This is an optimization exercise on Yosys and OpenROAD, whose aim is small area, a short achievable clock period and few clock cycles, not a production implementation. Function was checked by simulation only, so behaviour that the tests miss may differ from the original.

==> flow/design.v <==
module sqrt_u32(
        input             clk,
        input             rst_n,
        input             vld_in,
        input      [31:0] x,
        output reg        vld_out,
        output     [15:0] y
    );
    reg          busy;
    reg [6:0]    jc;                        
    reg [16:0]   r;                         
    reg [12:0]   xh;                        
    reg [15:0]   z;                         
    assign y = z;
    function [32:0] step(input [32:0] rq, input [1:0] xx);
        reg [16:0] b;
        reg [16:0] d;
        reg        s;
        begin
            s = rq[32];
            b = {2'b00, rq[14:0]} ^ {17{~s}};
            d = rq[32:16] + b + {16'd0, xx[1] | xx[0]};
            step = {d[14:0], xx[1] ~^ xx[0], ~xx[0], rq[14:0], ~d[16]};
        end
    endfunction
    function [19:0] first(input [5:0] top);
        begin
            case (top)
            6'd0: first = {17'h1ffff, 3'd0};
            6'd1: first = {17'h00000, 3'd1};
            6'd2: first = {17'h00001, 3'd1};
            6'd3: first = {17'h00002, 3'd1};
            6'd4: first = {17'h1fffb, 3'd2};
            6'd5: first = {17'h1fffc, 3'd2};
            6'd6: first = {17'h1fffd, 3'd2};
            6'd7: first = {17'h1fffe, 3'd2};
            6'd8: first = {17'h1ffff, 3'd2};
            6'd9: first = {17'h00000, 3'd3};
            6'd10: first = {17'h00001, 3'd3};
            6'd11: first = {17'h00002, 3'd3};
            6'd12: first = {17'h00003, 3'd3};
            6'd13: first = {17'h00004, 3'd3};
            6'd14: first = {17'h00005, 3'd3};
            6'd15: first = {17'h00006, 3'd3};
            6'd16: first = {17'h1fff7, 3'd4};
            6'd17: first = {17'h1fff8, 3'd4};
            6'd18: first = {17'h1fff9, 3'd4};
            6'd19: first = {17'h1fffa, 3'd4};
            6'd20: first = {17'h1fffb, 3'd4};
            6'd21: first = {17'h1fffc, 3'd4};
            6'd22: first = {17'h1fffd, 3'd4};
            6'd23: first = {17'h1fffe, 3'd4};
            6'd24: first = {17'h1ffff, 3'd4};
            6'd25: first = {17'h00000, 3'd5};
            6'd26: first = {17'h00001, 3'd5};
            6'd27: first = {17'h00002, 3'd5};
            6'd28: first = {17'h00003, 3'd5};
            6'd29: first = {17'h00004, 3'd5};
            6'd30: first = {17'h00005, 3'd5};
            6'd31: first = {17'h00006, 3'd5};
            6'd32: first = {17'h00007, 3'd5};
            6'd33: first = {17'h00008, 3'd5};
            6'd34: first = {17'h00009, 3'd5};
            6'd35: first = {17'h0000a, 3'd5};
            6'd36: first = {17'h1fff3, 3'd6};
            6'd37: first = {17'h1fff4, 3'd6};
            6'd38: first = {17'h1fff5, 3'd6};
            6'd39: first = {17'h1fff6, 3'd6};
            6'd40: first = {17'h1fff7, 3'd6};
            6'd41: first = {17'h1fff8, 3'd6};
            6'd42: first = {17'h1fff9, 3'd6};
            6'd43: first = {17'h1fffa, 3'd6};
            6'd44: first = {17'h1fffb, 3'd6};
            6'd45: first = {17'h1fffc, 3'd6};
            6'd46: first = {17'h1fffd, 3'd6};
            6'd47: first = {17'h1fffe, 3'd6};
            6'd48: first = {17'h1ffff, 3'd6};
            6'd49: first = {17'h00000, 3'd7};
            6'd50: first = {17'h00001, 3'd7};
            6'd51: first = {17'h00002, 3'd7};
            6'd52: first = {17'h00003, 3'd7};
            6'd53: first = {17'h00004, 3'd7};
            6'd54: first = {17'h00005, 3'd7};
            6'd55: first = {17'h00006, 3'd7};
            6'd56: first = {17'h00007, 3'd7};
            6'd57: first = {17'h00008, 3'd7};
            6'd58: first = {17'h00009, 3'd7};
            6'd59: first = {17'h0000a, 3'd7};
            6'd60: first = {17'h0000b, 3'd7};
            6'd61: first = {17'h0000c, 3'd7};
            6'd62: first = {17'h0000d, 3'd7};
            6'd63: first = {17'h0000e, 3'd7};
            default: first = 20'd0;
            endcase
        end
    endfunction
    wire [14:0] valid = {(jc[6] & ~jc[4]),
                     (jc[6] & ~jc[3]),
                     (jc[6] & ~jc[2]),
                     (jc[6] & ~jc[1]),
                     (jc[6] & ~jc[0]),
                     jc[6],
                     (jc[5] | jc[6]),
                     (jc[4] | jc[6]),
                     (jc[3] | jc[6]),
                     (jc[2] | jc[6]),
                     (jc[1] | jc[6]),
                     (jc[0] | jc[6]),
                     1'b1,
                     1'b1,
                     1'b1};
    wire        last = (jc[6] & ~jc[4]);
    wire [19:0] ld = first(x[31:26]);
    reg [32:0] it;                          
    integer k;
    always @* begin
        it = {r, 1'b0, z[14:0] & valid};
        for (k = 0; k < 1; k = k + 1)
            it = step(it, {xh[12-k], z[15-k]});
    end
    always @(posedge clk or negedge rst_n) begin
        if (!rst_n) begin
            busy    <= 1'b0;
            vld_out <= 1'b0;
        end else begin
            vld_out <= busy && last;
            if (!busy)
                busy <= vld_in;
            else if (last)
                busy <= 1'b0;
        end
    end
    always @(posedge clk) begin
        if (!busy) begin
            r  <= ld[19:3];
            xh <= {x[25], x[23], x[21], x[19], x[17], x[15], x[13], x[11], x[9], x[7], x[5], x[3], x[1]};
            z  <= {x[24], x[22], x[20], x[18], x[16], x[14], x[12], x[10], x[8], x[6], x[4], x[2], x[0], ld[2:0]};
            jc <= 7'd0;
        end else begin
            r  <= it[32:16];
            xh <= xh << 1;
            z  <= {z[14:0], it[0:0]};
            jc <= {jc[5:0], ~jc[6]};
        end
    end
endmodule
export LEC_CHECK = 0
export CAP_MARGIN = 20
export CORE_MARGIN = 2
export CORE_UTILIZATION = 55
export SLEW_MARGIN = 20
create_clock -name core_clock -period 10.0 [get_ports {clk}]
standard.sh (not shown) runs the stock make flow with config.mk's settings and CLKGATE_MAP_FILE= SYNTH_SCRIPT=/design/flow/synth_recipe.tcl, a recipe that flattens the netlist after the stock synthesis.
==> flow/flow/run.sh <==
#!/bin/bash
set -euo pipefail
MARGIN=$(cat flow/margin.txt)
bash standard.sh \
  "SETUP_SLACK_MARGIN=$MARGIN" \
  "BUFFER_PORTS_ARGS=-buffer_cell sky130_fd_sc_hd__buf_1" \
  finish > standard.log 2>&1
==> flow/flow/margin.txt <==
7.0
The starting point produced a clean layout.
Testbench counts at the start, summed over its fixed seeds: cycles 33,608.
==> next run, changes <==
CTS_CLUSTER_DIAMETER = 100   (was default)
CTS_CLUSTER_SIZE = 30   (was default)
Effect: The changed run completed without violations; maximum frequency does not change; setup slack stays the same; area after synthesis does not change.

port drivers added, routing unchanged:
Ports are ideal in the flow. The routed layouts listed here were re-timed in OpenROAD.
Step 1: set_driving_cell puts a clkbuf_16 on clk and a buf_2 on each other input, an assumption about the parent block.
Step 2 moves the port delays by t, midway between the first and last clock arrival at a register: inputs arrive t later, outputs are due t later. That takes back most of the time a late clock gives input paths.
Three values: no drivers, after step 1, after step 2; two values: the first two.
| run | t, ns | setup WS [ns] | slew at the worst register clock pin (ns) | worst slew at a driven data input, ns |
|---|---|---|---|---|
| the first run | 0.338 | 7.120 / 7.094 / 6.813 | 0.10 / 0.10 | 0.03 |
| the second run | 0.338 | 7.120 / 7.094 / 6.813 | 0.10 / 0.10 | 0.03 |
After both steps setup and hold are still met in every run listed.
